This is an optimization exercise on Yosys and OpenROAD, whose aim is small area, a short achievable clock period and few clock cycles, not a production implementation.
The RTL was checked by simulation tests, not by an equivalence proof against the original design.

## flow/design.v (module list and top-level ports; edited modules follow where they fit)
// module M1: 756 lines
module M1 (
		input logic clk,
		input logic reset,
		input logic M1_start,
		input logic [15:0] SRAM_read_data,
		output logic [17:0] M1_SRAM_Address,
		output logic [15:0] M1_SRAM_write_data,
		output logic M1_Status,
		output logic M1_SRAM_we_n
);
  // ...
==> flow/run.sh <==
#!/bin/bash
# synth_recipe.tcl (not shown) runs the flow's synth.tcl, then flattens the netlist and writes it again
# the make line also repeats each setting of config.mk as NAME=value (left out here)
make -C /OpenROAD-flow-scripts/flow DESIGN_CONFIG=/design/flow/config.mk WORK_HOME=/design/flow/orfs CLKGATE_MAP_FILE= SYNTH_SCRIPT=/design/flow/synth_recipe.tcl finish
==> flow/config.mk <==
export PLATFORM = sky130hd
export DESIGN_NAME = M1
export DESIGN_NICKNAME = M1
export VERILOG_FILES = /design/flow/design.v
export SDC_FILE = /design/flow/constraint.sdc
export NUM_CORES = 4
export LEC_CHECK = 0
export CAP_MARGIN = 20
export CORE_MARGIN = 2
export CORE_UTILIZATION = 50
export SLEW_MARGIN = 20
==> flow/constraint.sdc <==
create_clock -name core_clock -period 13.0 [get_ports {clk}]
set_input_delay 2.6000 -clock core_clock [delete_from_list [all_inputs] [get_ports {clk}]]
set_output_delay 2.6000 -clock core_clock [all_outputs]
set_load 0.01 [all_outputs]
==> impl_metrics.xml, run 1 <==
<?xml version="1.0" encoding="UTF-8"?>
<metrics>
  <group name="layout">
    <metric name="final-nonclk-buf-share" unit="%">2.19</metric>
    <metric name="seq_cell_count" unit="">386</metric>
    <metric name="number_of_antenna_repair_diodes" unit="">0</metric>
    <metric name="max_flop_register" unit="">res</metric>
    <metric name="multi_input_cells" unit="">1414</metric>
    <metric name="biggestRegsByFlops" unit="">res (67), yt (23)</metric>
    <metric name="non_clock_inverter_count" unit="">446</metric>
    <metric name="layout_commonest_cell" unit="">sky130_fd_sc_hd__inv_1</metric>
    <metric name="sh_seq_area" unit="%">37.3</metric>
  </group>
  <group name="cts">
    <metric name="hold_buffers" unit="">0</metric>
    <metric name="clk_path_buf_depth" unit="">3</metric>
    <metric name="clock_sink_count" unit="">386</metric>
  </group>
  <group name="sta">
    <metric name="maxClockFrequency" unit="MHz">237</metric>
    <metric name="final_period_minus_worst_setup_slack" unit="ns">4.22</metric>
    <metric name="final-setup-viol-count" unit="">0</metric>
    <metric name="grt_setup_unrepaired" unit="">false</metric>
    <metric name="hold_viol" unit="">0</metric>
  </group>
  <group name="global_routing">
    <metric name="grt_use_total" unit="%">22.6</metric>
    <metric name="antenna_violations_before_repair" unit="">0</metric>
    <metric name="grt_busiest_layer" unit="">met2</metric>
    <metric name="gr-usage-met2" unit="%">39.0</metric>
  </group>
  <group name="setup_path">
    <metric name="cp-start-kind" unit="">flip-flop</metric>
    <metric name="rrSetupSlack" unit="ns">8.99</metric>
    <metric name="cp_slowest_stage_delay" unit="ns">0.53</metric>
  </group>
  <group name="logic_synthesis">
    <metric name="synth_simple_gate_area_share" unit="%">8.74</metric>
    <metric name="synth_area_in_compound_gates" unit="%">8.89</metric>
    <metric name="synth_xor_area_share" unit="%">3.05</metric>
    <metric name="instance_count_of_the_mapped_netlist" unit="">2291</metric>
  </group>
  <group name="place">
    <metric name="port_bufs" unit="">54</metric>
  </group>
  <group name="floorplan">
    <metric name="well_tap_count" unit="">672</metric>
    <metric name="row_count" unit="">82</metric>
  </group>
  <group name="run_status">
    <metric name="status" unit="">complete, no violations</metric>
  </group>
  <group name="min_path">
    <metric name="min_to" unit="">ft[9]</metric>
  </group>
  <group name="route">
    <metric name="routed-wl-met2" unit="um">28400</metric>
  </group>
</metrics>
Testbench counts, summed over its fixed seeds: cycles 1,165,026.
==> run 2, diff against run 1 <==
--- a/flow/design.v
+++ b/flow/design.v
@@ -5,43 +5,41 @@
 		input logic reset,
 		input logic M1_start,
 		input logic [15:0] SRAM_read_data,
 		output logic [17:0] M1_SRAM_Address,
 		output logic [15:0] M1_SRAM_write_data,
 		output logic M1_Status,
 		output logic M1_SRAM_we_n
 );
-localparam logic [1:0] S_IDLE = 2'd0, S_RUN = 2'd1, S_LEAD = 2'd2, S_DONE = 2'd3;
 localparam logic [17:0] U_START_ADDRESS = 18'd38400, V_START_ADDRESS = 18'd57600,
                         RGB_START_ADDRESS = 18'd146944;
-logic [1:0]  mode;
+logic        run, lead, done;    
+logic [9:0]  pq;          
 logic        dummy;       
 logic        first;       
-logic [3:0]  ph;          
 logic [6:0]  k;           
 logic [15:0] yc;          
 logic [17:0] ra;          
 logic        chv;         
+logic        start_r;
 logic [7:0]  wu0, wu1, wu2, wu3, wu4, wu5, bufu;
 logic [7:0]  wv0, wv1, wv2, wv3, wv4, wv5, bufv;
-logic [15:0] yw;          
+logic [7:0]  yb;          
+logic [7:0]  yl;          
 logic [22:0] yt;          
-logic        start_r;
 logic [8:0]  pu, pv;      
-logic [20:0] ft;          
-logic [7:0]  yb;          
 logic        qu, qv;      
 logic [8:0]  pa, pb, pc;  
-logic [76:0] res;         
+logic [20:0] ft;          
+logic [70:0] res;         
 logic [7:0]  b0h;
-wire run  = (mode == S_RUN);
-wire lead = (mode == S_LEAD);
-wire p0 = ph == 4'd0, p1 = ph == 4'd1, p2 = ph == 4'd2, p3 = ph == 4'd3, p4 = ph == 4'd4;
-wire p5 = ph == 4'd5, p6 = ph == 4'd6, p7 = ph == 4'd7, p8 = ph == 4'd8, p9 = ph == 4'd9;
+wire idle = ~run & ~lead & ~done;
+wire p0 = pq[0], p1 = pq[1], p2 = pq[2], p3 = pq[3], p4 = pq[4];
+wire p5 = pq[5], p6 = pq[6], p7 = pq[7], p8 = pq[8], p9 = pq[9];
 wire inrow = (k <= 7'd77);      
 wire last_grp = (k == 7'd79);
 wire tail = (k == 7'd80);
 wire last_row = (yc >= 16'd38400);
 wire to_lead = dummy | (last_grp & ~last_row);
 wire ys_1 = yb[7] ^ yb[5];
 wire ys_2 = yb[7] & yb[5];
 wire ys_3 = yb[6] ^ yb[4];
@@ -224,18 +222,18 @@
 wire sr_129 = sr_48 ^ sr_84 ^ sr_85;
 wire sr_130 = (sr_48 & sr_84) | (sr_48 & sr_85) | (sr_84 & sr_85);
 wire sr_131 = pv[6] ^ sr_86 ^ sr_87;
 wire sr_132 = (pv[6] & sr_86) | (pv[6] & sr_87) | (sr_86 & sr_87);
 wire sr_133 = yt[22] ^ pv[7] ^ sr_88;
 wire sr_134 = (yt[22] & pv[7]) | (yt[22] & sr_88) | (pv[7] & sr_88);
 wire sr_135 = ~(pv[8]);
 wire sr_136 = pv[8];
-wire [27:0] sr_ra = {1'b1, 1'b1, sr_134, sr_132, sr_130, sr_128, sr_126, sr_124, sr_122, sr_120, sr_118, sr_116, sr_114, sr_112, sr_110, sr_108, sr_106, sr_104, sr_102, sr_100, sr_98, sr_96, sr_94, sr_92, sr_90, pv[0], ~pv[1], ~pv[0]};
-wire [27:0] sr_rb = {1'b0, sr_136, sr_135, sr_133, sr_131, sr_129, sr_127, sr_125, sr_123, sr_121, sr_119, sr_117, sr_115, sr_113, sr_111, sr_109, sr_107, sr_105, sr_103, sr_101, sr_99, sr_97, sr_95, sr_93, sr_91, sr_89, 1'b0, 1'b1};
+wire [26:0] sr_ra = {1'b1, sr_134, sr_132, sr_130, sr_128, sr_126, sr_124, sr_122, sr_120, sr_118, sr_116, sr_114, sr_112, sr_110, sr_108, sr_106, sr_104, sr_102, sr_100, sr_98, sr_96, sr_94, sr_92, sr_90, pv[0], ~pv[1], ~pv[0]};
+wire [26:0] sr_rb = {sr_136, sr_135, sr_133, sr_131, sr_129, sr_127, sr_125, sr_123, sr_121, sr_119, sr_117, sr_115, sr_113, sr_111, sr_109, sr_107, sr_105, sr_103, sr_101, sr_99, sr_97, sr_95, sr_93, sr_91, sr_89, 1'b0, 1'b1};
 wire sg_1 = yt[13] ^ ~pu[5];
 wire sg_2 = yt[13] & ~pu[5];
 wire sg_3 = yt[14] ^ ~pu[6] ^ pu[3];
 wire sg_4 = (yt[14] & ~pu[6]) | (yt[14] & pu[3]) | (~pu[6] & pu[3]);
 wire sg_5 = yt[15] ^ ~pu[7] ^ pu[4];
 wire sg_6 = (yt[15] & ~pu[7]) | (yt[15] & pu[4]) | (~pu[7] & pu[4]);
 wire sg_7 = yt[16] ^ ~pu[8] ^ pu[5];
 wire sg_8 = (yt[16] & ~pu[8]) | (yt[16] & pu[5]) | (~pu[8] & pu[5]);
@@ -392,18 +390,18 @@
 wire sg_159 = sg_75 ^ sg_114 ^ sg_115;
 wire sg_160 = (sg_75 & sg_114) | (sg_75 & sg_115) | (sg_114 & sg_115);
 wire sg_161 = sg_79 ^ sg_116 ^ sg_117;
 wire sg_162 = (sg_79 & sg_116) | (sg_79 & sg_117) | (sg_116 & sg_117);
 wire sg_163 = sg_81 ^ sg_118 ^ sg_119;
 wire sg_164 = (sg_81 & sg_118) | (sg_81 & sg_119) | (sg_118 & sg_119);
 wire sg_165 = sg_82 ^ sg_120 ^ sg_121;
 wire sg_166 = (sg_82 & sg_120) | (sg_82 & sg_121) | (sg_120 & sg_121);
-wire [27:0] sg_ra = {1'b1, 1'b1, sg_122, sg_164, sg_162, sg_160, sg_158, sg_156, sg_154, sg_152, sg_150, sg_148, sg_146, sg_144, sg_142, sg_140, sg_138, sg_136, sg_134, sg_132, sg_130, sg_128, sg_126, sg_124, ~pv[3], yt[0], ~pv[1], ~pv[0]};
-wire [27:0] sg_rb = {1'b0, 1'b0, sg_166, sg_165, sg_163, sg_161, sg_159, sg_157, sg_155, sg_153, sg_151, sg_149, sg_147, sg_145, sg_143, sg_141, sg_139, sg_137, sg_135, sg_133, sg_131, sg_129, sg_127, sg_125, sg_123, ~pv[2], 1'b0, 1'b1};
+wire [26:0] sg_ra = {1'b1, sg_122, sg_164, sg_162, sg_160, sg_158, sg_156, sg_154, sg_152, sg_150, sg_148, sg_146, sg_144, sg_142, sg_140, sg_138, sg_136, sg_134, sg_132, sg_130, sg_128, sg_126, sg_124, ~pv[3], yt[0], ~pv[1], ~pv[0]};
+wire [26:0] sg_rb = {1'b0, sg_166, sg_165, sg_163, sg_161, sg_159, sg_157, sg_155, sg_153, sg_151, sg_149, sg_147, sg_145, sg_143, sg_141, sg_139, sg_137, sg_135, sg_133, sg_131, sg_129, sg_127, sg_125, sg_123, ~pv[2], 1'b0, 1'b1};
 wire sb_1 = yt[4] ^ ~pu[6];
 wire sb_2 = yt[4] & ~pu[6];
 wire sb_3 = yt[5] ^ ~pu[7] ^ ~pu[5];
 wire sb_4 = (yt[5] & ~pu[7]) | (yt[5] & ~pu[5]) | (~pu[7] & ~pu[5]);
 wire sb_5 = pu[2] ^ pu[0];
 wire sb_6 = pu[2] & pu[0];
 wire sb_7 = yt[6] ^ ~pu[8] ^ ~pu[6];
 wire sb_8 = (yt[6] & ~pu[8]) | (yt[6] & ~pu[6]) | (~pu[8] & ~pu[6]);
@@ -498,18 +496,18 @@
 wire sb_97 = ~(yt[20] ^ pu[5]);
 wire sb_98 = yt[20] | pu[5];
 wire sb_99 = ~(yt[21] ^ pu[6]);
 wire sb_100 = yt[21] | pu[6];
 wire sb_101 = yt[22] ^ pu[7];
 wire sb_102 = yt[22] & pu[7];
 wire sb_103 = ~(pu[8]);
 wire sb_104 = pu[8];
-wire [27:0] sb_ra = {1'b1, 1'b1, sb_102, sb_100, sb_98, sb_96, sb_94, sb_92, sb_90, sb_88, sb_86, sb_84, sb_82, sb_80, sb_78, sb_76, sb_74, sb_72, sb_70, sb_68, sb_66, sb_64, sb_62, sb_60, sb_58, sb_21, ~pu[1], ~pu[0]};
-wire [27:0] sb_rb = {1'b0, sb_104, sb_103, sb_101, sb_99, sb_97, sb_95, sb_93, sb_91, sb_89, sb_87, sb_85, sb_83, sb_81, sb_79, sb_77, sb_75, sb_73, sb_71, sb_69, sb_67, sb_65, sb_63, sb_61, sb_59, sb_57, 1'b0, 1'b1};
+wire [26:0] sb_ra = {1'b1, sb_102, sb_100, sb_98, sb_96, sb_94, sb_92, sb_90, sb_88, sb_86, sb_84, sb_82, sb_80, sb_78, sb_76, sb_74, sb_72, sb_70, sb_68, sb_66, sb_64, sb_62, sb_60, sb_58, sb_21, ~pu[1], ~pu[0]};
+wire [26:0] sb_rb = {sb_104, sb_103, sb_101, sb_99, sb_97, sb_95, sb_93, sb_91, sb_89, sb_87, sb_85, sb_83, sb_81, sb_79, sb_77, sb_75, sb_73, sb_71, sb_69, sb_67, sb_65, sb_63, sb_61, sb_59, sb_57, 1'b0, 1'b1};
 wire fs_1 = pa[7] ^ pa[5];
 wire fs_2 = pa[7] & pa[5];
 wire fs_3 = pa[8] ^ pa[6];
 wire fs_4 = pa[8] & pa[6];
 wire fs_5 = pa[4] ^ pa[2];
 wire fs_6 = pa[4] & pa[2];
 wire fs_7 = pa[5] ^ pa[3] ^ pa[1];
 wire fs_8 = (pa[5] & pa[3]) | (pa[5] & pa[1]) | (pa[3] & pa[1]);
@@ -642,23 +640,23 @@
 wire fs_135 = fs_83 ^ fs_106 ^ fs_107;
 wire fs_136 = (fs_83 & fs_106) | (fs_83 & fs_107) | (fs_106 & fs_107);
 wire fs_137 = pc[7] ^ fs_84 ^ fs_108;
 wire fs_138 = (pc[7] & fs_84) | (pc[7] & fs_108) | (fs_84 & fs_108);
 wire fs_139 = ~(pc[8]);
 wire fs_140 = pc[8];
 wire [17:0] fs_ra = {1'b1, 1'b1, fs_138, fs_136, fs_134, fs_132, fs_130, fs_128, fs_126, fs_124, fs_122, fs_120, fs_118, fs_116, fs_114, fs_112, fs_110, 1'b1};
 wire [17:0] fs_rb = {1'b0, fs_140, fs_139, fs_137, fs_135, fs_133, fs_131, fs_129, fs_127, fs_125, fs_123, fs_121, fs_119, fs_117, fs_115, fs_113, fs_111, fs_109};
-function automatic [7:0] clip(input [11:0] s);
-	clip = s[11] ? 8'd0 : (|s[10:8]) ? 8'd255 : s[7:0];
+function automatic [7:0] clip(input [10:0] s);
+	clip = s[10] ? 8'd0 : (|s[9:8]) ? 8'd255 : s[7:0];
 endfunction
 wire rq_u = res[1], rq_v = res[0];
-wire [11:0] s_r = res[76:65] + res[64:53] + {11'd0, res[52]};
-wire [11:0] s_g = res[51:40] + res[39:28] + {11'd0, res[27]};
-wire [11:0] s_b = res[26:15] + res[14:3] + {11'd0, res[2]};
+wire [10:0] s_r = res[70:60] + res[59:49] + {10'd0, res[48]};
+wire [10:0] s_g = res[47:37] + res[36:26] + {10'd0, res[25]};
+wire [10:0] s_b = res[24:14] + res[13:3] + {10'd0, res[2]};
 wire [7:0] c_r = rq_v ? 8'd0 : clip(s_r);
 wire [7:0] c_g = (rq_u | rq_v) ? 8'd0 : clip(s_g);
 wire [7:0] c_b = rq_u ? 8'd0 : clip(s_b);
 wire nx_rd_y = run & (p2 | p6);
 wire nx_rd_u = (run & (p0 | (p9 & to_lead))) | (lead & p3);
 wire nx_rd_v = (run & p1) | (lead & (p0 | p4));
 wire nx_wr_cur  = run & ~dummy & ~tail & (p5 | p7 | p8);
 wire nx_wr_prev = ~first & ((run & ((p9 & ~to_lead) | p3 | p4)) | (lead & p8));
@@ -667,52 +665,48 @@
 wire [17:0] uv_base = (nx_rd_u ? U_START_ADDRESS : V_START_ADDRESS) + {16'd0, uv_d};
 wire [17:0] nx_uva = uv_base + {3'd0, yc[15:1]};
 always_ff @(posedge clk) begin
 	if (nx_rd_y)                  M1_SRAM_Address <= {2'b00, yc};
 	else if (nx_rd_u | nx_rd_v)   M1_SRAM_Address <= nx_uva;
 	else                          M1_SRAM_Address <= ra;
 	if (run & (p3 | p7))      M1_SRAM_write_data <= {b0h, c_r};
 	else if (run & (p4 | p8)) M1_SRAM_write_data <= {c_g, c_b};
-	else                  M1_SRAM_write_data <= {c_r, c_g};
+	else                      M1_SRAM_write_data <= {c_r, c_g};
+	M1_SRAM_we_n <= ~nx_wr;
+	M1_Status <= (run & p4 & tail) | (done & M1_Status);
 end
 always_ff @(posedge clk or negedge reset) begin
 	if (~reset) begin
-		start_r <= 1'b0;
-		mode <= S_IDLE; dummy <= 1'b0; first <= 1'b0; ph <= 4'd0; k <= 7'd0; chv <= 1'b0;
-		yc <= 16'd0; ra <= RGB_START_ADDRESS; M1_Status <= 1'b0; M1_SRAM_we_n <= 1'b1;
+		start_r <= 1'b0; run <= 1'b0; lead <= 1'b0; done <= 1'b0; pq <= 10'd0;
+		dummy <= 1'b0; first <= 1'b0; k <= 7'd0; chv <= 1'b0;
+		yc <= 16'd0; ra <= RGB_START_ADDRESS;
 	end else begin
-		M1_SRAM_we_n <= ~nx_wr;
 		start_r <= M1_start;
 		chv <= run & (p2 | p6);
-		case (mode)
-		S_IDLE: if (start_r) begin
-			mode <= S_RUN; dummy <= 1'b1; first <= 1'b1; ph <= 4'd6; k <= 7'd0;
-			yc <= 16'd0; ra <= RGB_START_ADDRESS; M1_Status <= 1'b0;
-		end
-		S_RUN: begin
-			if (nx_rd_y) yc <= yc + 16'd1;
-			if (nx_wr) ra <= ra + 18'd1;
+		if (nx_rd_y) yc <= yc + 16'd1;
+		if (nx_wr) ra <= ra + 18'd1;
+		if (idle) begin
+			if (start_r) begin
+				run <= 1'b1; dummy <= 1'b1; first <= 1'b1; pq <= 10'b0001000000; k <= 7'd0;
+				yc <= 16'd0; ra <= RGB_START_ADDRESS;
+			end
+		end else if (run) begin
 			if (p5 & ~dummy) first <= 1'b0;
-			if (p4 & tail) M1_Status <= 1'b1;
-			if (p5 & tail) mode <= S_DONE;
+			if (p5 & tail) begin run <= 1'b0; done <= 1'b1; end
 			if (p9) begin
-				ph <= 4'd0;
 				if (to_lead) begin
-					mode <= S_LEAD; dummy <= 1'b0; k <= 7'd0;
+					run <= 1'b0; lead <= 1'b1; dummy <= 1'b0; k <= 7'd0;
 				end else k <= k + 7'd1;
-			end else ph <= ph + 4'd1;
-		end
-		S_LEAD: begin
-			if (nx_wr) ra <= ra + 18'd1;
-			if (p8) begin mode <= S_RUN; ph <= 4'd0; end
-			else ph <= ph + 4'd1;
+			end
+			pq <= {pq[8:0], pq[9]};
+		end else if (lead) begin
+			if (p8) begin lead <= 1'b0; run <= 1'b1; pq <= 10'd1; end
+			else pq <= {pq[8:0], pq[9]};
 		end
-		default: ;
-		endcase
 	end
 end
 wire shu     = run ? (p3 | p9) : (lead & (p2 | p3 | p4 | p5 | p6 | p7));
 wire shu_bus = run ? (p3 & inrow) : (lead & (p2 | p6));
 wire shu_buf = run ? (p9 & inrow) : (lead & (p5 | p7));
 wire shv     = run ? (p4 | p9) : (lead & (p3 | p4 | p5 | p6 | p7 | p8));
 wire shv_bus = run ? (p4 & inrow) : (lead & (p3 | p7));
 wire shv_buf = run ? (p9 & inrow) : (lead & (p6 | p8));
@@ -742,17 +736,16 @@
 wire [16:0] sr_lo = {1'b0, sr_ra[15:0]} + {1'b0, sr_rb[15:0]};
 wire [16:0] sg_lo = {1'b0, sg_ra[15:0]} + {1'b0, sg_rb[15:0]};
 wire [16:0] sb_lo = {1'b0, sb_ra[15:0]} + {1'b0, sb_rb[15:0]};
 wire [9:0]  fir_t = ft[20:11] + ft[10:1] + {9'd0, ft[0]};
 always_ff @(posedge clk) begin
 	ft <= {fs_ra[17:8], fs_rb[17:8], fs_lo[8]};
 	if (ld_even | (run & (p4 | p8))) begin pu <= nu9; qu <= ~ld_even & fir_t[9]; end
 	if (ld_even | (run & (p5 | p9))) begin pv <= nv9; qv <= ~ld_even & fir_t[9]; end
-	if (run & (p2 | p6)) yb <= yw[15:8];
-	else if (run & (p4 | p8)) yb <= yw[7:0];
-	if (run & (p5 | p9)) yw <= SRAM_read_data;
+	if (run & (p5 | p9)) begin yb <= SRAM_read_data[15:8]; yl <= SRAM_read_data[7:0]; end
+	else if (run & (p4 | p8)) yb <= yl;
 	if (run & (p3 | p5 | p7 | p9)) yt <= yt_s[24:2];
-	if (run & (p0 | p4 | p6 | p8)) res <= {sr_ra[27:16], sr_rb[27:16], sr_lo[16], sg_ra[27:16], sg_rb[27:16], sg_lo[16],
-	                                          sb_ra[27:16], sb_rb[27:16], sb_lo[16], qu, qv};
+	if (run & (p0 | p4 | p6 | p8)) res <= {sr_ra[26:16], sr_rb[26:16], sr_lo[16], sg_ra[26:16], sg_rb[26:16], sg_lo[16],
+	                                          sb_ra[26:16], sb_rb[26:16], sb_lo[16], qu, qv};
 	if (run & (p5 | p9)) b0h <= c_b;
 end
 endmodule
==> flow/config.mk (replaced) <==
export PLATFORM = sky130hd
export DESIGN_NAME = M1
export DESIGN_NICKNAME = M1
export VERILOG_FILES = /design/flow/design.v
export SDC_FILE = /design/flow/constraint.sdc
export NUM_CORES = 4
export LEC_CHECK = 0
export CAP_MARGIN = 20
export CORE_MARGIN = 2
export CORE_UTILIZATION = 65
export SLEW_MARGIN = 20
==> impl_metrics.xml, run 2 <==
<?xml version="1.0" encoding="UTF-8"?>
<metrics>
  <group name="layout">
    <metric name="num-fill-cells" unit="">2795</metric>
    <metric name="largest_register_ffs" unit="">67</metric>
    <metric name="stdcell_area" unit="um2">27700</metric>
    <metric name="num-nets-final" unit="">2718</metric>
    <metric name="number_of_antenna_repair_diodes" unit="">0</metric>
    <metric name="layout_commonest_cell" unit="">sky130_fd_sc_hd__inv_1</metric>
    <metric name="biggestRegsByFlops" unit="">res (67), yt (23)</metric>
    <metric name="layout.cells.most_common_list" unit="">434 x sky130_fd_sc_hd__inv_1, 246 x sky130_fd_sc_hd__edfxtp_1, 225 x sky130_fd_sc_hd__ha_1</metric>
    <metric name="layout-drive-gt1-share" unit="%">7.40</metric>
    <metric name="max_flop_register" unit="">res</metric>
    <metric name="area_of_combinational_cells_with_multiple_inputs" unit="um2">12800</metric>
    <metric name="synthToLayoutAreaGrowth" unit="%">10.2</metric>
    <metric name="regArea" unit="um2">10500</metric>
  </group>
  <group name="route">
    <metric name="drt-vias-per-instance" unit="">5.66</metric>
    <metric name="detailedRoute.firstPassIterationCount" unit="">5</metric>
    <metric name="wl" unit="um">55600</metric>
    <metric name="drc" unit="">0</metric>
    <metric name="num_vias" unit="">15931</metric>
    <metric name="drt.antenna.violating_nets" unit="">0</metric>
    <metric name="wire_per_inst" unit="um">19.8</metric>
    <metric name="drt-initial-drc-count" unit="">1018</metric>
  </group>
  <group name="logic_synthesis">
    <metric name="yosys_register_bits" unit="">385</metric>
    <metric name="syn-mean-instance-area" unit="um2">11.4</metric>
    <metric name="synth_flop_cell" unit="">sky130_fd_sc_hd__edfxtp_1</metric>
    <metric name="synth_nets" unit="">2650</metric>
    <metric name="synth_top_cell_area_share" unit="%">29.4</metric>
    <metric name="yosys.cell_count.top_type" unit="">sky130_fd_sc_hd__inv_1</metric>
    <metric name="ys_top_cells_by_count" unit="">434 x sky130_fd_sc_hd__inv_1, 246 x sky130_fd_sc_hd__edfxtp_1, 225 x sky130_fd_sc_hd__ha_1, 210 x sky130_fd_sc_hd__fa_1, 114 x sky130_fd_sc_hd__nor2_1</metric>
    <metric name="yosys_warnings" unit="">1</metric>
    <metric name="ys_async_sr_fraction" unit="%">15.1</metric>
    <metric name="synth_seq_area_share" unit="%">41.7</metric>
    <metric name="netlist_area" unit="um2">25100</metric>
    <metric name="synth-edff-count" unit="">246</metric>
    <metric name="synth.distinct_cells" unit="">77</metric>
    <metric name="post_synth_main_area_contributors" unit="">sky130_fd_sc_hd__edfxtp_1 29%, sky130_fd_sc_hd__fa_1 17%, sky130_fd_sc_hd__ha_1 11%</metric>
    <metric name="synth_top_cell_by_area" unit="">sky130_fd_sc_hd__edfxtp_1</metric>
    <metric name="instance_count_of_the_mapped_netlist" unit="">2196</metric>
  </group>
  <group name="sta">
    <metric name="post-route-period-util" unit="%">31.8</metric>
    <metric name="hold_viol" unit="">0</metric>
    <metric name="final-setup-viol-count" unit="">0</metric>
    <metric name="timing_worst_slew_pin_value" unit="ns">1.09</metric>
    <metric name="timing.setup.tns" unit="ns">0</metric>
    <metric name="grt_setup_unrepaired" unit="">false</metric>
    <metric name="final_period_minus_worst_setup_slack" unit="ns">4.13</metric>
    <metric name="maxClockFrequency" unit="MHz">242</metric>
    <metric name="headroom_to_the_max_slew_limit" unit="%">27.1</metric>
    <metric name="maxSlewViolCount" unit="">0</metric>
    <metric name="worst_clock_skew" unit="ns">0.0393</metric>
  </group>
  <group name="global_routing">
    <metric name="grt_first_pass_wirelength" unit="um">89100</metric>
    <metric name="globalRoute.totalOverflow" unit="">0</metric>
    <metric name="number_of_global_route_vias_before_repair" unit="">16344</metric>
    <metric name="grt_max_degree" unit="">68</metric>
    <metric name="antenna_violations_before_repair" unit="">0</metric>
    <metric name="grt_use_total" unit="%">28.8</metric>
  </group>
  <group name="floorplan">
    <metric name="die_area" unit="um2">40200</metric>
    <metric name="row_count" unit="">72</metric>
    <metric name="io_pins" unit="">55</metric>
    <metric name="core_area" unit="um2">38400</metric>
    <metric name="floorplan.die.height" unit="um">201</metric>
    <metric name="die_w" unit="um">201</metric>
    <metric name="floorplan.initialDensity" unit="%">65.5</metric>
  </group>
  <group name="run_status">
    <metric name="status" unit="">complete, no violations</metric>
  </group>
  <group name="setup_path">
    <metric name="cp_cell_sequence" unit="">clkdlybuf4s50_1</metric>
    <metric name="nature_of_the_critical_path_endpoint" unit="">primary output</metric>
    <metric name="timing.critical_path.slowest_stage_cell" unit="">sky130_fd_sc_hd__clkdlybuf4s50_1</metric>
    <metric name="critPathTopFamily" unit="">buffers and inverters</metric>
    <metric name="critical_path_class" unit="">flip-flop to primary output</metric>
    <metric name="cp-start-kind" unit="">flip-flop</metric>
    <metric name="arrival_time_at_the_worst_endpoint" unit="ns">1.53</metric>
    <metric name="path_max_fanout" unit="">2</metric>
    <metric name="cp_slowest_stage_delay" unit="ns">0.57</metric>
    <metric name="buffers_plus_inverters_on_the_worst_setup_path" unit="">1</metric>
    <metric name="critPathRequiredTime" unit="ns">10.40</metric>
  </group>
  <group name="cts">
    <metric name="hold_buffers" unit="">0</metric>
    <metric name="insertion_delay" unit="ns">0.59</metric>
    <metric name="clock_sink_count" unit="">385</metric>
    <metric name="clock_tree.root_cell" unit="">sky130_fd_sc_hd__clkbuf_16</metric>
    <metric name="cts_buffers" unit="">43</metric>
    <metric name="cts_max_level" unit="">2</metric>
    <metric name="cts_setup_buffers" unit="">0</metric>
    <metric name="clk_pin_slew" unit="ns">0.06</metric>
    <metric name="cts_tree" unit="">built</metric>
    <metric name="clk_path_buf_depth" unit="">3</metric>
    <metric name="post_cts_repair_resize_count" unit="">0</metric>
  </group>
  <group name="place">
    <metric name="detailed_place_hpwl" unit="um">43100</metric>
    <metric name="placedInstanceArea" unit="um2">26200</metric>
    <metric name="port_bufs" unit="">54</metric>
    <metric name="placer_congestion" unit="">0.949</metric>
  </group>
  <group name="run">
    <metric name="maxCapViolations" unit="">0</metric>
  </group>
  <group name="min_path">
    <metric name="min-delay-path-class" unit="">flip-flop to flip-flop</metric>
  </group>
</metrics>
run 2: kinds of logic (layout without fill, tap and decap cells):
kind of cell | after synthesis | in the layout | share of synthesized area, %
multiplexers | 79 | 79 | 3.48
adder cells (fa/ha/maj) | 435 | 435 | 27.9
AND/OR/NAND/NOR | 371 | 371 | 6.94
XOR/XNOR | 98 | 98 | 3.42
AO/OA/AOI/OAI | 351 | 351 | 9.30
buffers and inverters | 477 | 578 | 7.26
flip-flops | 385 | 385 | 41.7
run 2: layout make-up:
cell class	instances	share of cell area [%]
Clock buffer	52	4.04
Clock inverter	26	1.28
Inverter	434	5.88
Multi-Input combinational cell	1334	46.4
Sequential cell	385	37.8
Tap cell	518	2.34
Timing Repair Buffer	66	2.26
run 2: path summary, 6_finish.rpt:
| kind | cells after the start | from | slack [ns] | endpoint |
|---|---|---|---|---|
| worst max-delay path | 1 | M1_Status | 8.87 | M1_Status |
| worst min-delay path | 0 | pc[8] | 0.42 | ft[9] |
| worst max register to register | 12 | pu[2] | 9.09 | res[25] |
| worst min register to register | 0 | pc[8] | 0.42 | ft[9] |
| max in group asynchronous | 2 | reset | 10.27 | chv |
| min in group asynchronous | 2 | reset | 2.16 | ra[16] |
run 2: through the flow:
step                worst slack (ns)  instances  utilization (%)  hold slack (ns)
finish                          8.87       2815             72.2            0.423
CTS                             8.84       2815             72.2            0.421
global placement                9.22       2737             68.3            0.381
global route                    8.83       2815             72.2            0.431
detailed placement              9.17       2737             68.3            0.389
floorplan                       9.52       2196                -            0.364
run 2: per-layer routing:
metal  vias to the layer above  GRT usage [%]  part of all wire (%)
met1                      7880           41.9                    45
met5                         -              0                     0
met4                         0           8.02                   2.5
li1                       7497              -                     -
met3                        76           6.20                   7.2
met2                       478           44.3                    45
Testbench counts of run 2, summed over its fixed seeds: cycles 1,165,026.
==> run 3, diff against run 2 <==
--- a/flow/config.mk
+++ b/flow/config.mk
@@ -8,4 +8,4 @@
 export CAP_MARGIN = 20
 export CORE_MARGIN = 2
-export CORE_UTILIZATION = 65
+export CORE_UTILIZATION = 50
 export SLEW_MARGIN = 20
==> impl_metrics.xml, run 3 <==
<?xml version="1.0" encoding="UTF-8"?>
<metrics>
  <group name="run_status">
    <metric name="status" unit="">complete, no violations</metric>
  </group>
  <group name="sta">
    <metric name="post-route-period-util" unit="%">32.1</metric>
    <metric name="worst_clock_skew" unit="ns">0.0428</metric>
    <metric name="timing_worst_slew_pin_value" unit="ns">1.13</metric>
    <metric name="grt_setup_unrepaired" unit="">false</metric>
    <metric name="maxClockFrequency" unit="MHz">240</metric>
    <metric name="hold_viol" unit="">0</metric>
    <metric name="timing.setup.tns" unit="ns">0</metric>
    <metric name="maxSlewViolCount" unit="">0</metric>
    <metric name="headroom_to_the_max_slew_limit" unit="%">24.4</metric>
    <metric name="final-setup-viol-count" unit="">0</metric>
    <metric name="final_period_minus_worst_setup_slack" unit="ns">4.17</metric>
  </group>
  <group name="cts">
    <metric name="clock_sink_count" unit="">385</metric>
    <metric name="cts_setup_buffers" unit="">0</metric>
    <metric name="clk_pin_slew" unit="ns">0.06</metric>
    <metric name="cts_buffers" unit="">44</metric>
    <metric name="insertion_delay" unit="ns">0.59</metric>
    <metric name="hold_buffers" unit="">0</metric>
    <metric name="cts_max_level" unit="">2</metric>
    <metric name="clk_path_buf_depth" unit="">3</metric>
    <metric name="post_cts_repair_resize_count" unit="">0</metric>
    <metric name="cts_tree" unit="">built</metric>
    <metric name="clock_tree.root_cell" unit="">sky130_fd_sc_hd__clkbuf_16</metric>
  </group>
  <group name="layout">
    <metric name="largest_register_ffs" unit="">67</metric>
    <metric name="layout.cells.most_common_list" unit="">434 x sky130_fd_sc_hd__inv_1, 246 x sky130_fd_sc_hd__edfxtp_1, 225 x sky130_fd_sc_hd__ha_1</metric>
    <metric name="number_of_antenna_repair_diodes" unit="">0</metric>
    <metric name="max_flop_register" unit="">res</metric>
    <metric name="synthToLayoutAreaGrowth" unit="%">11.6</metric>
    <metric name="layout_commonest_cell" unit="">sky130_fd_sc_hd__inv_1</metric>
    <metric name="biggestRegsByFlops" unit="">res (67), yt (23)</metric>
    <metric name="num-nets-final" unit="">2723</metric>
    <metric name="layout-drive-gt1-share" unit="%">8.03</metric>
  </group>
  <group name="route">
    <metric name="wire_per_inst" unit="um">19.2</metric>
    <metric name="drt-initial-drc-count" unit="">720</metric>
    <metric name="detailedRoute.firstPassIterationCount" unit="">5</metric>
    <metric name="drt-vias-per-instance" unit="">5.25</metric>
    <metric name="num_vias" unit="">15634</metric>
    <metric name="wl" unit="um">57200</metric>
    <metric name="drt.antenna.violating_nets" unit="">0</metric>
    <metric name="drc" unit="">0</metric>
  </group>
  <group name="place">
    <metric name="port_bufs" unit="">54</metric>
    <metric name="placer_congestion" unit="">0.876</metric>
    <metric name="detailed_place_hpwl" unit="um">44900</metric>
  </group>
  <group name="logic_synthesis">
    <metric name="synth_top_cell_area_share" unit="%">29.4</metric>
    <metric name="post_synth_main_area_contributors" unit="">sky130_fd_sc_hd__edfxtp_1 29%, sky130_fd_sc_hd__fa_1 17%, sky130_fd_sc_hd__ha_1 11%</metric>
    <metric name="ys_top_cells_by_count" unit="">434 x sky130_fd_sc_hd__inv_1, 246 x sky130_fd_sc_hd__edfxtp_1, 225 x sky130_fd_sc_hd__ha_1, 210 x sky130_fd_sc_hd__fa_1, 114 x sky130_fd_sc_hd__nor2_1</metric>
    <metric name="yosys_warnings" unit="">1</metric>
    <metric name="instance_count_of_the_mapped_netlist" unit="">2196</metric>
    <metric name="ys_async_sr_fraction" unit="%">15.1</metric>
    <metric name="synth_top_cell_by_area" unit="">sky130_fd_sc_hd__edfxtp_1</metric>
    <metric name="synth-edff-count" unit="">246</metric>
    <metric name="synth.distinct_cells" unit="">77</metric>
    <metric name="yosys.cell_count.top_type" unit="">sky130_fd_sc_hd__inv_1</metric>
    <metric name="synth_flop_cell" unit="">sky130_fd_sc_hd__edfxtp_1</metric>
    <metric name="synth_seq_area_share" unit="%">41.7</metric>
    <metric name="netlist_area" unit="um2">25100</metric>
    <metric name="yosys_register_bits" unit="">385</metric>
    <metric name="synth_nets" unit="">2650</metric>
    <metric name="syn-mean-instance-area" unit="um2">11.4</metric>
  </group>
  <group name="setup_path">
    <metric name="cp_cell_sequence" unit="">clkdlybuf4s50_1</metric>
    <metric name="timing.critical_path.slowest_stage_cell" unit="">sky130_fd_sc_hd__clkdlybuf4s50_1</metric>
    <metric name="path_max_fanout" unit="">1</metric>
    <metric name="cp-start-kind" unit="">flip-flop</metric>
    <metric name="critPathTopFamily" unit="">buffers and inverters</metric>
    <metric name="buffers_plus_inverters_on_the_worst_setup_path" unit="">1</metric>
    <metric name="nature_of_the_critical_path_endpoint" unit="">primary output</metric>
    <metric name="critPathRequiredTime" unit="ns">10.40</metric>
    <metric name="critical_path_class" unit="">flip-flop to primary output</metric>
    <metric name="cp_slowest_stage_delay" unit="ns">0.58</metric>
    <metric name="arrival_time_at_the_worst_endpoint" unit="ns">1.57</metric>
  </group>
  <group name="floorplan">
    <metric name="core_area" unit="um2">49900</metric>
    <metric name="row_count" unit="">82</metric>
    <metric name="die_w" unit="um">228</metric>
    <metric name="floorplan.die.height" unit="um">228</metric>
    <metric name="io_pins" unit="">55</metric>
    <metric name="floorplan.initialDensity" unit="%">50.4</metric>
    <metric name="die_area" unit="um2">52100</metric>
  </group>
  <group name="global_routing">
    <metric name="grt_max_degree" unit="">68</metric>
    <metric name="number_of_global_route_vias_before_repair" unit="">16473</metric>
    <metric name="antenna_violations_before_repair" unit="">0</metric>
    <metric name="globalRoute.totalOverflow" unit="">0</metric>
    <metric name="grt_first_pass_wirelength" unit="um">91100</metric>
    <metric name="grt_use_total" unit="%">22.5</metric>
  </group>
  <group name="min_path">
    <metric name="min-delay-path-class" unit="">flip-flop to flip-flop</metric>
  </group>
  <group name="run">
    <metric name="maxCapViolations" unit="">0</metric>
  </group>
</metrics>
run 3: final timing paths:
path	start	end	slack, ns	cells after the start
hold reg to reg	pc[8]	ft[9]	0.40	0
setup / recovery	M1_SRAM_Address[13]	M1_SRAM_Address[13]	8.83	1
min in group asynchronous	reset	done	2.18	2
setup reg to reg	pv[6]	res[48]	9.07	12
hold / removal	pc[8]	ft[9]	0.40	0
max in group asynchronous	reset	chv	10.27	2
run 3: per-layer routing:
layer / GRT usage, % / share of wire (%) / wire [um]
met3: 2.57 / 2.7 / 1520
met1: 28.5 / 43 / 24700
met5: 0 / 0 / 0
met2: 39.7 / 50 / 28800
met4: 8.74 / 3.8 / 2160
run 3: metrics by stage:
| step | std cells | utilization [%] | setup WS (ns) | hold WS (ns) | cell area (um2) |
|---|---|---|---|---|---|
| 2_1_floorplan | 2196 | - | 9.52 | 0.364 | 25100 |
| 3_3_place_gp | 2894 | 53.0 | 9.08 | 0.385 | 26400 |
| 3_5_place_dp | 2894 | 53.0 | 9.05 | 0.391 | 26400 |
| 4_1_cts | 2976 | 56.2 | 8.79 | 0.406 | 28000 |
| 5_1_grt | 2977 | 56.2 | 8.80 | 0.422 | 28000 |
| 6_report | 2977 | 56.2 | 8.83 | 0.401 | 28000 |
run 3: kinds of logic after synthesis:
group / count (synthesis) / share of synthesized area, %
buffers and inverters: 477 / 7.26
adders and majority gates: 435 / 27.9
DFF: 385 / 41.7
and+or+nand+nor: 371 / 6.94
AOI/OAI and AO/OA: 351 / 9.30
xor gates and xnor gates: 98 / 3.42
muxes: 79 / 3.48
run 3: area by class of cell:
cell class | instances | area (um2)
Tap cell | 672 | 841
Fill cell | 4330 | 21800
Clock inverter | 30 | 428
Clock buffer | 52 | 1150
Timing Repair Buffer | 70 | 668
Multi-Input combinational cell | 1334 | 12800
Sequential cell | 385 | 10500
Inverter | 434 | 1630
==> run 4, diff against run 3 <==
--- a/flow/config.mk
+++ b/flow/config.mk
@@ -9,3 +9,4 @@
 export CORE_MARGIN = 2
 export CORE_UTILIZATION = 50
+export CTS_BUF_LIST = sky130_fd_sc_hd__clkbuf_8
 export SLEW_MARGIN = 20
==> impl_metrics.xml, run 4 <==
<?xml version="1.0" encoding="UTF-8"?>
<metrics>
  <group name="logic_synthesis">
    <metric name="ys_top_cells_by_count" unit="">434 x sky130_fd_sc_hd__inv_1, 246 x sky130_fd_sc_hd__edfxtp_1, 225 x sky130_fd_sc_hd__ha_1, 210 x sky130_fd_sc_hd__fa_1, 114 x sky130_fd_sc_hd__nor2_1</metric>
    <metric name="ys_async_sr_fraction" unit="%">15.1</metric>
    <metric name="synth_seq_area_share" unit="%">41.7</metric>
    <metric name="yosys.cell_count.top_type" unit="">sky130_fd_sc_hd__inv_1</metric>
    <metric name="synth_nets" unit="">2650</metric>
    <metric name="synth_top_cell_by_area" unit="">sky130_fd_sc_hd__edfxtp_1</metric>
    <metric name="synth_top_cell_area_share" unit="%">29.4</metric>
    <metric name="yosys_warnings" unit="">1</metric>
    <metric name="synth-edff-count" unit="">246</metric>
    <metric name="yosys_register_bits" unit="">385</metric>
    <metric name="post_synth_main_area_contributors" unit="">sky130_fd_sc_hd__edfxtp_1 29%, sky130_fd_sc_hd__fa_1 17%, sky130_fd_sc_hd__ha_1 11%</metric>
    <metric name="synth.distinct_cells" unit="">77</metric>
    <metric name="netlist_area" unit="um2">25100</metric>
    <metric name="instance_count_of_the_mapped_netlist" unit="">2196</metric>
    <metric name="syn-mean-instance-area" unit="um2">11.4</metric>
    <metric name="synth_flop_cell" unit="">sky130_fd_sc_hd__edfxtp_1</metric>
  </group>
  <group name="cts">
    <metric name="clk_path_buf_depth" unit="">3</metric>
    <metric name="cts_setup_buffers" unit="">0</metric>
    <metric name="post_cts_repair_resize_count" unit="">0</metric>
    <metric name="cts_max_level" unit="">3</metric>
    <metric name="insertion_delay" unit="ns">0.66</metric>
    <metric name="clock_sink_count" unit="">385</metric>
    <metric name="clk_pin_slew" unit="ns">0.06</metric>
    <metric name="cts_tree" unit="">built</metric>
    <metric name="hold_buffers" unit="">0</metric>
    <metric name="cts_buffers" unit="">70</metric>
    <metric name="clock_tree.root_cell" unit="">sky130_fd_sc_hd__clkbuf_8</metric>
  </group>
  <group name="place">
    <metric name="placer_congestion" unit="">0.876</metric>
    <metric name="port_bufs" unit="">54</metric>
    <metric name="count_of_placed_standard_cells_including_taps" unit="">2894</metric>
    <metric name="placedInstanceArea" unit="um2">26400</metric>
    <metric name="detailed_place_hpwl" unit="um">44900</metric>
  </group>
  <group name="global_routing">
    <metric name="grt_use_total" unit="%">22.7</metric>
    <metric name="grt_busiest_layer" unit="">met2</metric>
    <metric name="groute.layer.met3.usage" unit="%">3.38</metric>
    <metric name="number_of_global_route_vias_before_repair" unit="">16706</metric>
    <metric name="gr-usage-met2" unit="%">39.6</metric>
    <metric name="globalRoute.totalOverflow" unit="">0</metric>
    <metric name="grt_first_pass_wirelength" unit="um">91500</metric>
    <metric name="use_met1" unit="%">28.1</metric>
    <metric name="grt_max_degree" unit="">68</metric>
    <metric name="antenna_violations_before_repair" unit="">0</metric>
  </group>
  <group name="setup_path">
    <metric name="critPathRequiredTime" unit="ns">10.40</metric>
    <metric name="cp_cell_sequence" unit="">clkdlybuf4s50_1</metric>
    <metric name="critical_path_class" unit="">flip-flop to primary output</metric>
    <metric name="buffers_plus_inverters_on_the_worst_setup_path" unit="">1</metric>
    <metric name="cp_slowest_stage_delay" unit="ns">0.57</metric>
    <metric name="arrival_time_at_the_worst_endpoint" unit="ns">1.62</metric>
    <metric name="critPathTopFamily" unit="">buffers and inverters</metric>
    <metric name="path_max_fanout" unit="">1</metric>
    <metric name="timing.critical_path.slowest_stage_cell" unit="">sky130_fd_sc_hd__clkdlybuf4s50_1</metric>
    <metric name="nature_of_the_critical_path_endpoint" unit="">primary output</metric>
    <metric name="cp-start-kind" unit="">flip-flop</metric>
  </group>
  <group name="floorplan">
    <metric name="core_area" unit="um2">49900</metric>
    <metric name="floorplan.die.height" unit="um">228</metric>
    <metric name="io_pins" unit="">55</metric>
    <metric name="die_w" unit="um">228</metric>
    <metric name="row_count" unit="">82</metric>
    <metric name="die_area" unit="um2">52100</metric>
    <metric name="floorplan.initialDensity" unit="%">50.4</metric>
  </group>
  <group name="sta">
    <metric name="timing.setup.tns" unit="ns">0</metric>
    <metric name="post-route-period-util" unit="%">32.4</metric>
    <metric name="maxClockFrequency" unit="MHz">237</metric>
    <metric name="timing_worst_slew_pin_value" unit="ns">1.11</metric>
    <metric name="worst_clock_skew" unit="ns">0.0252</metric>
    <metric name="hold_viol" unit="">0</metric>
    <metric name="final.hold.worst_slack" unit="ns">0.404</metric>
    <metric name="headroom_to_the_max_slew_limit" unit="%">26.3</metric>
    <metric name="final-setup-viol-count" unit="">0</metric>
    <metric name="final_period_minus_worst_setup_slack" unit="ns">4.22</metric>
    <metric name="grt_setup_unrepaired" unit="">false</metric>
    <metric name="maxSlewViolCount" unit="">0</metric>
  </group>
  <group name="route">
    <metric name="num_vias" unit="">15752</metric>
    <metric name="drt.antenna.violating_nets" unit="">0</metric>
    <metric name="drt-initial-drc-count" unit="">774</metric>
    <metric name="drc" unit="">0</metric>
    <metric name="detailedRoute.firstPassIterationCount" unit="">7</metric>
    <metric name="wl" unit="um">57400</metric>
    <metric name="wire_per_inst" unit="um">19.0</metric>
    <metric name="drt-vias-per-instance" unit="">5.21</metric>
  </group>
  <group name="layout">
    <metric name="num-nets-final" unit="">2748</metric>
    <metric name="layout-drive-gt1-share" unit="%">9.10</metric>
    <metric name="final_cell_count_no_fill" unit="">3024</metric>
    <metric name="max_flop_register" unit="">res</metric>
    <metric name="layout_commonest_cell" unit="">sky130_fd_sc_hd__inv_1</metric>
    <metric name="stdcell_area" unit="um2">27900</metric>
    <metric name="largest_register_ffs" unit="">67</metric>
    <metric name="layout.cells.most_common_list" unit="">455 x sky130_fd_sc_hd__inv_1, 246 x sky130_fd_sc_hd__edfxtp_1, 225 x sky130_fd_sc_hd__ha_1</metric>
    <metric name="biggestRegsByFlops" unit="">res (67), yt (23)</metric>
    <metric name="synthToLayoutAreaGrowth" unit="%">11.2</metric>
  </group>
  <group name="run">
    <metric name="maxCapViolations" unit="">0</metric>
  </group>
  <group name="min_path">
    <metric name="min-delay-path-class" unit="">flip-flop to flip-flop</metric>
  </group>
  <group name="run_status">
    <metric name="status" unit="">complete, no violations</metric>
  </group>
</metrics>
run 4: cells by family after synthesis:
group                    Yosys count  share of synthesized area [%]
AO/OA/AOI/OAI                    351                           9.30
XOR/XNOR                          98                           3.42
adder cells (fa/ha/maj)          435                           27.9
buffers and inverters            477                           7.26
flip-flops                       385                           41.7
multiplexers                      79                           3.48
AND/OR/NAND/NOR                  371                           6.94
run 4: worst paths after layout:
path | from | endpoint | slack (ns) | cells after the start
max | M1_SRAM_Address[13] | M1_SRAM_Address[13] | 8.78 | 1
min | pc[8] | ft[9] | 0.40 | 0
max reg2reg | pv[6] | res[48] | 9.05 | 12
min reg2reg | pc[8] | ft[9] | 0.40 | 0
max in group asynchronous | reset | chv | 10.34 | 2
min in group asynchronous | reset | done | 2.10 | 2
run 4: stage by stage:
step / util [%] / setup slack [ns]
floorplan: - / 9.52
global placement: 53.0 / 9.08
detailed placement: 53.0 / 9.05
CTS: 56.0 / 8.70
global route: 56.0 / 8.72
finish: 56.0 / 8.78
run 4: final cells by class:
type / count / area [um2]
antenna: 1 / 2.50
clock buffer: 82 / 1130
clock inverter: 47 / 369
fill: 4371 / 21900
inverter: 434 / 1630
multi-input combinational: 1334 / 12800
sequential: 385 / 10500
tap: 672 / 841
timing repair buffer: 69 / 648
run 4: layer usage:
metal  vias up  share of wire (%)
met4         0                3.8
met2       280                 50
met5         -                  0
met3       108                3.2
met1      7806                 43
li1       7558                  -
==> run 5, diff against run 4 <==
--- a/flow/config.mk
+++ b/flow/config.mk
@@ -8,5 +8,4 @@
 export CAP_MARGIN = 20
 export CORE_MARGIN = 2
-export CORE_UTILIZATION = 50
-export CTS_BUF_LIST = sky130_fd_sc_hd__clkbuf_8
+export CORE_UTILIZATION = 75
 export SLEW_MARGIN = 20
==> impl_metrics.xml, run 5 <==
<?xml version="1.0" encoding="UTF-8"?>
<metrics>
  <group name="layout">
    <metric name="layout-drive-gt1-share" unit="%">7.50</metric>
    <metric name="num-nets-final" unit="">2715</metric>
    <metric name="num-fill-cells" unit="">1893</metric>
    <metric name="max_flop_register" unit="">res</metric>
    <metric name="layout_commonest_cell" unit="">sky130_fd_sc_hd__inv_1</metric>
    <metric name="largest_register_ffs" unit="">67</metric>
    <metric name="number_of_antenna_repair_diodes" unit="">0</metric>
    <metric name="synthToLayoutAreaGrowth" unit="%">9.23</metric>
    <metric name="layout.cells.most_common_list" unit="">434 x sky130_fd_sc_hd__inv_1, 246 x sky130_fd_sc_hd__edfxtp_1, 225 x sky130_fd_sc_hd__ha_1</metric>
    <metric name="biggestRegsByFlops" unit="">res (67), yt (23)</metric>
  </group>
  <group name="logic_synthesis">
    <metric name="synth_seq_area_share" unit="%">41.7</metric>
    <metric name="synth_top_cell_by_area" unit="">sky130_fd_sc_hd__edfxtp_1</metric>
    <metric name="netlist_area" unit="um2">25100</metric>
    <metric name="synth_top_cell_area_share" unit="%">29.4</metric>
    <metric name="yosys_register_bits" unit="">385</metric>
    <metric name="instance_count_of_the_mapped_netlist" unit="">2196</metric>
    <metric name="yosys_warnings" unit="">1</metric>
    <metric name="post_synth_main_area_contributors" unit="">sky130_fd_sc_hd__edfxtp_1 29%, sky130_fd_sc_hd__fa_1 17%, sky130_fd_sc_hd__ha_1 11%</metric>
    <metric name="synth_flop_cell" unit="">sky130_fd_sc_hd__edfxtp_1</metric>
    <metric name="syn-mean-instance-area" unit="um2">11.4</metric>
    <metric name="yosys.cell_count.top_type" unit="">sky130_fd_sc_hd__inv_1</metric>
    <metric name="synth_nets" unit="">2650</metric>
    <metric name="synth.distinct_cells" unit="">77</metric>
    <metric name="ys_async_sr_fraction" unit="%">15.1</metric>
    <metric name="synth-edff-count" unit="">246</metric>
    <metric name="ys_top_cells_by_count" unit="">434 x sky130_fd_sc_hd__inv_1, 246 x sky130_fd_sc_hd__edfxtp_1, 225 x sky130_fd_sc_hd__ha_1, 210 x sky130_fd_sc_hd__fa_1, 114 x sky130_fd_sc_hd__nor2_1</metric>
  </group>
  <group name="sta">
    <metric name="grt_setup_unrepaired" unit="">false</metric>
    <metric name="maxClockFrequency" unit="MHz">245</metric>
    <metric name="timing.setup.tns" unit="ns">0</metric>
    <metric name="maxSlewViolCount" unit="">0</metric>
    <metric name="hold_viol" unit="">0</metric>
    <metric name="post-route-period-util" unit="%">31.4</metric>
    <metric name="headroom_to_the_max_slew_limit" unit="%">31.2</metric>
    <metric name="final_period_minus_worst_setup_slack" unit="ns">4.08</metric>
    <metric name="timing_worst_slew_pin_value" unit="ns">1.03</metric>
    <metric name="worst_clock_skew" unit="ns">0.0182</metric>
    <metric name="final-setup-viol-count" unit="">0</metric>
  </group>
  <group name="route">
    <metric name="wl" unit="um">57700</metric>
    <metric name="drt-initial-drc-count" unit="">1555</metric>
    <metric name="drt-vias-per-instance" unit="">6.03</metric>
    <metric name="drt.antenna.violating_nets" unit="">0</metric>
    <metric name="drc" unit="">0</metric>
    <metric name="detailedRoute.firstPassIterationCount" unit="">5</metric>
    <metric name="wire_per_inst" unit="um">21.0</metric>
    <metric name="num_vias" unit="">16541</metric>
  </group>
  <group name="cts">
    <metric name="clk_path_buf_depth" unit="">3</metric>
    <metric name="cts_setup_buffers" unit="">0</metric>
    <metric name="cts_max_level" unit="">2</metric>
    <metric name="cts_tree" unit="">built</metric>
    <metric name="cts_buffers" unit="">41</metric>
    <metric name="insertion_delay" unit="ns">0.58</metric>
    <metric name="clock_tree.root_cell" unit="">sky130_fd_sc_hd__clkbuf_16</metric>
    <metric name="clk_pin_slew" unit="ns">0.06</metric>
    <metric name="clock_sink_count" unit="">385</metric>
    <metric name="post_cts_repair_resize_count" unit="">0</metric>
    <metric name="hold_buffers" unit="">0</metric>
  </group>
  <group name="setup_path">
    <metric name="critPathRequiredTime" unit="ns">10.40</metric>
    <metric name="cp_cell_sequence" unit="">clkdlybuf4s50_1</metric>
    <metric name="path_max_fanout" unit="">1</metric>
    <metric name="buffers_plus_inverters_on_the_worst_setup_path" unit="">1</metric>
    <metric name="timing.critical_path.slowest_stage_cell" unit="">sky130_fd_sc_hd__clkdlybuf4s50_1</metric>
    <metric name="nature_of_the_critical_path_endpoint" unit="">primary output</metric>
    <metric name="cp-start-kind" unit="">flip-flop</metric>
    <metric name="arrival_time_at_the_worst_endpoint" unit="ns">1.48</metric>
    <metric name="cp_slowest_stage_delay" unit="ns">0.58</metric>
    <metric name="critPathTopFamily" unit="">buffers and inverters</metric>
    <metric name="critical_path_class" unit="">flip-flop to primary output</metric>
  </group>
  <group name="floorplan">
    <metric name="die_w" unit="um">187</metric>
    <metric name="row_count" unit="">67</metric>
    <metric name="io_pins" unit="">55</metric>
    <metric name="core_area" unit="um2">33300</metric>
    <metric name="floorplan.die.height" unit="um">187</metric>
    <metric name="floorplan.initialDensity" unit="%">75.5</metric>
    <metric name="die_area" unit="um2">35000</metric>
  </group>
  <group name="global_routing">
    <metric name="grt_use_total" unit="%">34.5</metric>
    <metric name="antenna_violations_before_repair" unit="">0</metric>
    <metric name="grt_first_pass_wirelength" unit="um">93000</metric>
    <metric name="globalRoute.totalOverflow" unit="">0</metric>
    <metric name="grt_max_degree" unit="">68</metric>
    <metric name="number_of_global_route_vias_before_repair" unit="">17051</metric>
  </group>
  <group name="place">
    <metric name="detailed_place_hpwl" unit="um">43900</metric>
    <metric name="port_bufs" unit="">54</metric>
    <metric name="placer_congestion" unit="">0.971</metric>
  </group>
  <group name="min_path">
    <metric name="min-delay-path-class" unit="">flip-flop to flip-flop</metric>
  </group>
  <group name="run_status">
    <metric name="status" unit="">complete, no violations</metric>
  </group>
  <group name="run">
    <metric name="maxCapViolations" unit="">0</metric>
  </group>
</metrics>
==> run 5: cell counts after synthesis <==
Identical to the previous run, type by type.
==> run 5: cell type report <==
cell class / instances / area [um2] / share of cell area [%]
well taps: 448 / 561 / 2.04
repair buffers: 65 / 618 / 2.25
clock inverters: 28 / 248 / 0.903
multi-input cells: 1334 / 12800 / 46.8
flip-flops and latches: 385 / 10500 / 38.1
inverters: 434 / 1630 / 5.94
clock buffers: 48 / 1070 / 3.91
==> run 5: per-layer routing <==
metal  global-route usage, %  part of all wire [%]  up-vias
met5                       0                     0        -
met4                    12.9                   3.6        0
met3                    6.34                   8.0      150
met2                    54.7                    47      718
met1                    48.3                    42     8203
li1                        -                     -     7470
==> run 5: cells by family after synthesis <==
logic type,synth area share (%)
AOI/OAI and AO/OA,9.30
xor gates and xnor gates,3.42
adders and majority gates,27.9
buffers and inverters,7.26
DFF,41.7
muxes,3.48
and+or+nand+nor,6.94
==> run 5: through the flow <==
stage	utilization, %	instance area (um2)	hold WS [ns]	setup slack, ns	std cells
CTS	82.4	27400	0.399	8.91	2742
global placement	78.5	26100	0.382	9.29	2666
floorplan	-	25100	0.364	9.52	2196
finish	82.5	27400	0.400	8.92	2742
detailed placement	78.5	26100	0.392	9.20	2666
global route	82.5	27400	0.415	8.89	2742
==> run 5: final timing paths <==
check / from / to / slack [ns] / cells past startpoint
max: M1_SRAM_Address[6] / M1_SRAM_Address[6] / 8.92 / 1
min: pc[8] / ft[9] / 0.40 / 0
max reg2reg: pu[6] / res[2] / 9.14 / 11
min reg2reg: pc[8] / ft[9] / 0.40 / 0
max in group asynchronous: reset / chv / 10.29 / 2
min in group asynchronous: reset / ra[15] / 2.17 / 2

static timing again, ports no longer ideal:
Ports are ideal in the flow. The routed layouts listed here were re-timed in OpenROAD.
Step 1 sets driving cells, clkbuf_16 on the clock port and buf_2 on the other inputs (assumed; they add their load-dependent delay and slew).
Step 2 times the ports against the registers' clock, not the clock port: input delays grow and output delays shrink by t, the midpoint of the rising clock arrivals with the driver on.
Three values: ideal ports, drivers, drivers and shift; two values: the first two.
| run | t (ns) | setup WS [ns] | hold WS [ns] | slew at the worst register clock pin (ns) | cell pins on the clock port's net |
|---|---|---|---|---|---|
| run 1 | 0.619 | 8.781 / 8.724 / 8.990 | 0.402 / 0.402 / 0.402 | 0.07 / 0.07 | 1 |
| run 2 | 0.622 | 8.871 / 8.814 / 9.094 | 0.423 / 0.423 / 0.423 | 0.07 / 0.07 | 1 |
| run 3 | 0.633 | 8.827 / 8.767 / 9.065 | 0.401 / 0.401 / 0.401 | 0.07 / 0.07 | 1 |
| run 4 | 0.695 | 8.782 / 8.729 / 9.050 | 0.404 / 0.404 / 0.404 | 0.07 / 0.07 | 1 |
| run 5 | 0.623 | 8.918 / 8.864 / 9.137 | 0.400 / 0.400 / 0.400 | 0.07 / 0.07 | 1 |
After both steps setup and hold are still met in every run listed.
